Source: an optimization exercise on an open RTL-to-GDS flow (aim: small area). Production flows keep margins and buffers that such runs may drop. Only simulation tests tie the RTL to the original design; equivalence was not proved. No driver is modelled on the clock port, so clock power and skew are understated where the tree is cut down; a real chip needs a root buffer or a tree.

==> inputs of run F <==
==> flow/design.v <==
module binary_counter
(
	input	wire 		clk,
	input	wire		reset_n,	 
	output	wire		led,
	output	wire		enet_n
);
	localparam [18:0] D = 19'h39000;
	reg  [18:0] s;
	reg  [2:0]  hi;
	reg  [1:0]  e;
	wire        low0 = s[17:0] == 18'd0;
	wire        z = low0 & s[18];
	wire        d = s == D;
	wire        fb = s[18] ^ s[4] ^ s[1] ^ s[0] ^ low0;
	always @ (posedge clk)
	begin
		s <= {s[17:0], fb & reset_n};
		if (!reset_n)
		begin
			hi <= 3'd0;
			e <= 2'b00;
		end
		else
		begin
			hi <= hi + {2'b00, z};
			if (d)
				e <= {e[0], 1'b1};
		end
	end
	assign led = hi[2] & reset_n;
	assign enet_n = !(e[0] & !e[1] & reset_n);
endmodule
module binary_debouncer
#(
	parameter WIDTH	= 4
)
(
	input	wire 			clk,
	input	wire			reset_n,	 
	input	wire [WIDTH-1:0]	data_in,
	output	wire [WIDTH-1:0]	data_out
);
	localparam [15:0] S0    = 16'b0001100110110001;
	localparam [15:0] ZMASK = 16'b0111111111011011;	 
	localparam [15:0] POL   = 16'hAAAA;
	genvar i;
	generate for (i = 0; i < WIDTH; i = i+1)
	begin:  ch
		reg  [15:0] t;
		wire [15:0] s = t ^ POL;
		wire        load = data_in[i] | !reset_n;
		wire        nz = |(s & ZMASK);		 
		wire        fb = nz & (s[15] ^ s[12]);
		wire [15:0] s_next = load ? S0 : {s[14:0], fb};
		always @ (posedge clk)
			t <= s_next ^ POL;
		assign data_out[i] = nz | s[15] | !reset_n;
	end
	endgenerate
endmodule
module bit_syncin_debouncer
(
	input	wire 		clk,
	input	wire		por_n,		 
	input	wire		data_in_n,
	output	reg		data_out_n
);
	localparam [19:0] X     = 20'hc9200;
	localparam [19:0] S0    = 20'h92400;
	localparam [19:0] XMASK = 20'hefff6;
	reg  [19:0] s;
	reg         r1, r2;	 
	wire        strobe = ((s ^ X) & XMASK) == 20'd0;
	wire        fb = strobe ? S0[0] : (s[19] ^ s[16]);
	always @ (posedge clk or negedge por_n)
	begin
		if (!por_n)
		begin
			s <= S0;
			r1 <= 1'b0;
			data_out_n <= 1'b0;
		end
		else
		begin
			s <= {s[18:0], fb};
			if (strobe)
			begin
				r1 <= data_in_n;
				data_out_n <= r1 & r2;
			end
		end
	end
	always @ (posedge clk)
		if (strobe)
			r2 <= r1;
endmodule
module ghrd_glue (
	input	wire		CLK_50_MAX10,	 
	input	wire		POR_n,		 
	input	wire		CPU_RESETn,	 
	input	wire [3:0]	USER_PB,	 
	input	wire [4:0]	USER_DIPSW,	 
	output	wire		system_reset_n,		 
	output	wire		ENETA_RESETn,		 
	output	wire		ENETB_RESETn,		 
	output	wire		USER_LED_4,		 
	output	wire [3:0]	debounced_user_pb,	 
	output	wire [4:0]	debounced_user_dipsw	 
);
	bit_syncin_debouncer system_reset_debouncer (
		.clk		(CLK_50_MAX10),
		.por_n		(POR_n),
		.data_in_n	(CPU_RESETn),
		.data_out_n	(system_reset_n)
	);
	wire			periphery_reset_n;
	binary_counter sysrunsig_cnt (
		.clk		(CLK_50_MAX10),
		.reset_n	(system_reset_n),
		.led		(USER_LED_4),
		.enet_n		(periphery_reset_n)
	);
	assign ENETA_RESETn = periphery_reset_n;
	assign ENETB_RESETn = periphery_reset_n;
	binary_debouncer #(
		.WIDTH		(9)
	) user_debouncer (
		.clk		(CLK_50_MAX10),
		.reset_n	(system_reset_n),
		.data_in	({USER_DIPSW, USER_PB}),
		.data_out	({debounced_user_dipsw, debounced_user_pb})
	);
endmodule
==> flow/flow/run.sh <==
#!/bin/bash
# Standard layout (the standard.sh, unchanged synthesis) with three changes: ports get buf_1
# buffers; the clock tree is the small two-level one cts_manual.tcl builds (root inv_8, 8 leaf
# inv_8); logic cells go to their smallest drive strength after CTS (post_cts.tcl).
# make's output goes to flow_make.log; each ORFS step logs under orfs/logs/.
set -euo pipefail
W=$(pwd)
export PRE_CTS_TCL=$W/flow/cts_manual.tcl
export POST_CTS_TCL=$W/flow/post_cts.tcl
export MANUAL_CTS_LEAVES=8
export MANUAL_CTS_LEAF=sky130_fd_sc_hd__inv_8
export MANUAL_CTS_ROOT=sky130_fd_sc_hd__inv_8
bash standard.sh \
  BUFFER_PORTS_ARGS="-buffer_cell sky130_fd_sc_hd__buf_1" \
  PRE_CTS_TCL=$W/flow/cts_manual.tcl \
  POST_CTS_TCL=$W/flow/post_cts.tcl \
  finish > $W/flow_make.log 2>&1
==> flow/flow/cts_manual.tcl <==
# Sourced by ORFS's cts.tcl (PRE_CTS_TCL) before it calls clock_tree_synthesis: replaces that call
# with a small balanced two-level clock tree. The clock port drives one root cell; the root drives
# CTS_LEAVES leaf cells; each leaf drives the registers of one region, found by splitting the
# registers into groups of equal size, cutting each region across its longer side. Every register
# is behind exactly one root and one leaf cell (both inverting or both not).

proc manual_env { name default } {
  if { [info exists ::env($name)] && $::env($name) ne "" } { return $::env($name) }
  return $default
}

# sinks: list of {iterm x y}; split into n groups of near-equal size
proc manual_split { sinks n } {
  if { $n <= 1 } { return [list $sinks] }
  set xs {}; set ys {}
  foreach s $sinks { lappend xs [lindex $s 1]; lappend ys [lindex $s 2] }
  set xs [lsort -integer $xs]; set ys [lsort -integer $ys]
  set dx [expr {[lindex $xs end] - [lindex $xs 0]}]
  set dy [expr {[lindex $ys end] - [lindex $ys 0]}]
  set idx [expr {$dx >= $dy ? 1 : 2}]
  set sorted [lsort -integer -index $idx $sinks]
  set n1 [expr {$n / 2}]
  set cut [expr {int(round(double([llength $sorted]) * $n1 / $n))}]
  set a [manual_split [lrange $sorted 0 [expr {$cut - 1}]] $n1]
  set b [manual_split [lrange $sorted $cut end] [expr {$n - $n1}]]
  return [concat $a $b]
}

proc manual_center { pts } {
  set sx 0; set sy 0
  foreach p $pts { set sx [expr {$sx + [lindex $p 1]}]; set sy [expr {$sy + [lindex $p 2]}] }
  return [list [expr {int($sx / [llength $pts])}] [expr {int($sy / [llength $pts])}]]
}

proc manual_cell { block master name in out x y } {
  set inst [odb::dbInst_create $block $master $name]
  set ipin [lindex [lsearch -all -inline -not [lmap t [$inst getITerms] {expr {[[$t getMTerm] getSigType] in {POWER GROUND} ? "" : $t}}] ""] 0]
  foreach t [$inst getITerms] {
    if { [[$t getMTerm] getSigType] in {POWER GROUND} } { continue }
    if { [$t isInputSignal] } { $t connect $in } elseif { [$t isOutputSignal] } { $t connect $out }
  }
  $inst setLocation $x $y
  $inst setPlacementStatus PLACED
  return $inst
}

rename clock_tree_synthesis orfs_clock_tree_synthesis
proc clock_tree_synthesis { args } {
  set block [ord::get_db_block]
  set db [ord::get_db]
  set leaf_master [$db findMaster [manual_env MANUAL_CTS_LEAF sky130_fd_sc_hd__inv_8]]
  set root_master [$db findMaster [manual_env MANUAL_CTS_ROOT sky130_fd_sc_hd__inv_16]]
  set n [manual_env MANUAL_CTS_LEAVES 8]
  foreach clk [all_clocks] {
    foreach port [get_property $clk sources] {
      set bterm [$block findBTerm [get_full_name $port]]
      set clknet [$bterm getNet]
      set cname [$clknet getName]
      set sinks {}
      foreach it [$clknet getITerms] {
        set box [[$it getInst] getBBox]
        lappend sinks [list $it [expr {([$box xMin] + [$box xMax]) / 2}] [expr {([$box yMin] + [$box yMax]) / 2}]]
      }
      foreach s $sinks { [lindex $s 0] disconnect }
      set groups [manual_split $sinks $n]
      set rootnet [odb::dbNet_create $block "clknet_root_$cname"]
      $rootnet setSigType CLOCK
      set leaves {}
      set i 0
      foreach g $groups {
        set net [odb::dbNet_create $block "clknet_leaf_${i}_$cname"]
        $net setSigType CLOCK
        foreach s $g { [lindex $s 0] connect $net }
        lassign [manual_center $g] cx cy
        manual_cell $block $leaf_master "clkleaf_${i}_$cname" $rootnet $net $cx $cy
        lappend leaves [list $i $cx $cy]
        puts "manual CTS: leaf $i [llength $g] sinks at $cx $cy"
        incr i
      }
      lassign [manual_center $leaves] rx ry
      manual_cell $block $root_master "clkroot_$cname" $clknet $rootnet $rx $ry
      $clknet setSigType CLOCK
    }
  }
  set_propagated_clock [all_clocks]
}
==> flow/flow/post_cts.tcl <==
# Sourced by ORFS's cts.tcl after its timing repair (POST_CTS_TCL). Every path has large slack, so
# put each logic cell in its smallest drive strength of the same function (not the clock tree's
# cells), then let repair_design fix any slew or capacitance limit this breaks.
set db [ord::get_db]
set block [ord::get_db_block]
set swapped 0
foreach inst [$block getInsts] {
  set m [$inst getMaster]
  set name [$m getName]
  if { [string match clkleaf_* [$inst getName]] || [string match clkroot_* [$inst getName]] } { continue }
  if { ![regexp {^(sky130_fd_sc_hd__[a-z0-9]+)_([0-9]+)$} $name -> base drive] } { continue }
  set best $m
  foreach d {0 1 2} {
    set cand [$db findMaster ${base}_$d]
    if { $cand eq "NULL" || $cand eq "" } { continue }
    if { [lsearch -exact $::env(DONT_USE_CELLS) [$cand getName]] >= 0 } { continue }
    if { [$cand getWidth] < [$best getWidth] } { set best $cand }
  }
  if { $best ne $m } {
    if { [$inst swapMaster $best] } { incr swapped }
  }
}
puts "post_cts: swapped $swapped cells to smaller drive strengths"
estimate_parasitics -placement
repair_design
detailed_placement
estimate_parasitics -placement
repair_timing -hold
detailed_placement
==> flow/standard.sh <==
#!/bin/bash
# synth_recipe.tcl (not shown) runs the flow's synth.tcl, then flattens the netlist and writes it again
# the make line also repeats each setting of config.mk as NAME=value (left out here)
make -C /OpenROAD-flow-scripts/flow DESIGN_CONFIG=/design/flow/config.mk WORK_HOME=/design/flow/orfs CLKGATE_MAP_FILE= SYNTH_SCRIPT=/design/flow/synth_recipe.tcl "${@:-finish}"
==> flow/config.mk <==
export PLATFORM = sky130hd
export DESIGN_NAME = ghrd_glue
export DESIGN_NICKNAME = ghrd_glue
export VERILOG_FILES = /design/flow/design.v
export SDC_FILE = /design/flow/constraint.sdc
export NUM_CORES = 4
export LEC_CHECK = 0
export CAP_MARGIN = 20
export CORE_MARGIN = 2
export CORE_UTILIZATION = 40
export SLEW_MARGIN = 20
==> flow/constraint.sdc <==
create_clock -name core_clock -period 20.0 [get_ports {CLK_50_MAX10}]
set_input_delay 4.0000 -clock core_clock [delete_from_list [all_inputs] [get_ports {CLK_50_MAX10}]]
set_output_delay 4.0000 -clock core_clock [all_outputs]
set_load 0.01 [all_outputs]
==> run H: changes against run F <==
--- a/flow/design.v
+++ b/flow/design.v
@@ -5,17 +5,23 @@
 	output	wire		led,
 	output	wire		enet_n
 );
-	localparam [18:0] D = 19'h39000;
-	reg  [18:0] s;
+	localparam [19:0] Z     = 20'h007fe;
+	localparam [19:0] S0    = 20'h00ffc;
+	localparam [19:0] D     = 20'h20701;
+	localparam [19:0] ZMASK = 20'hfffbe;
+	localparam [19:0] DMASK = 20'hfdffa;
+	localparam [19:0] POL   = 20'hAAAAA;
+	reg  [19:0] t;
 	reg  [2:0]  hi;
 	reg  [1:0]  e;
-	wire        low0 = s[17:0] == 18'd0;
-	wire        z = low0 & s[18];
-	wire        d = s == D;
-	wire        fb = s[18] ^ s[4] ^ s[1] ^ s[0] ^ low0;
+	wire [19:0] s = t ^ POL;
+	wire        z = ((s ^ Z) & ZMASK) == 20'd0;
+	wire        d = ((s ^ D) & DMASK) == 20'd0;
+	wire        fb = z ? S0[0] : (s[19] ^ s[2]);
+	wire [19:0] s_next = reset_n ? {s[18:0], fb} : S0;
 	always @ (posedge clk)
 	begin
-		s <= {s[17:0], fb & reset_n};
+		t <= s_next ^ POL;
 		if (!reset_n)
 		begin
 			hi <= 3'd0;
--- a/flow/flow/run.sh
+++ b/flow/flow/run.sh
@@ -1,8 +1,7 @@
 #!/bin/bash
 # Standard layout (the standard.sh, unchanged synthesis) with three changes: ports get buf_1
 # buffers; the clock tree is the small two-level one cts_manual.tcl builds (root inv_8, 8 leaf
-# inv_8); logic cells go to their smallest drive strength after CTS (post_cts.tcl).
-# make's output goes to flow_make.log; each ORFS step logs under orfs/logs/.
+# inv_8); logic cells go to their smallest drive strength after CTS (post_cts.tcl). make's output goes to flow_make.log; each ORFS step logs under orfs/logs/.
 set -euo pipefail
 W=$(pwd)
 export PRE_CTS_TCL=$W/flow/cts_manual.tcl
==> results.ini <==
[status]
status=complete, no violations

[finish]
utilization_pct=43.49

[worst_setup_path]
slowest_delay_ns=0.66
path_buf_inv=2

[grt]
grt_first_pass_wirelength_um=14380

[worst_hold_path]
min_from=system_reset_debouncer.s[0]

[placed_design]
dpl_worst_slack_ns=14.63

(the above is from run H)
==> results.ini <==
[placed_design]
dpl_worst_slack_ns=14.36

[worst_setup_path]
slowest_delay_ns=1.03
path_buf_inv=1

[finish]
utilization_pct=43.37
multi_input_area_um2=1306

[status]
status=complete, no violations

[worst_hold_path]
min_from=sysrunsig_cnt.s[5]

(the above is from run F)
No run of this note takes its clock network from TritonCTS; it comes from the design's own scripts or RTL.

==> afterwards: timing with drivers on the ports <==
In the flow no input, the clock included, has a driving cell. The finished layouts below were timed again as built, in two steps. Step 1: set_driving_cell puts a clkbuf_16 on CLK_50_MAX10 and a buf_2 on each other input, an assumption about the parent block. Step 2, shift: input delay + t, output delay - t, t = (earliest + latest rising clock arrival at the registers) / 2. This alone moves slack from input paths to output paths. a / b / c = no drivers / after step 1 / after step 2; a / b = the first two.
| run | shift t [ns] | setup WS [ns] | clock arrival spread, ns |
|---|---|---|---|
| run F | 0.268 | 14.153 / 14.101 / 14.368 | 0.010 / 0.009 |
| run H | 0.263 | 14.250 / 14.200 / 14.463 | 0.007 / 0.008 |
After both steps every run listed still meets setup and hold.
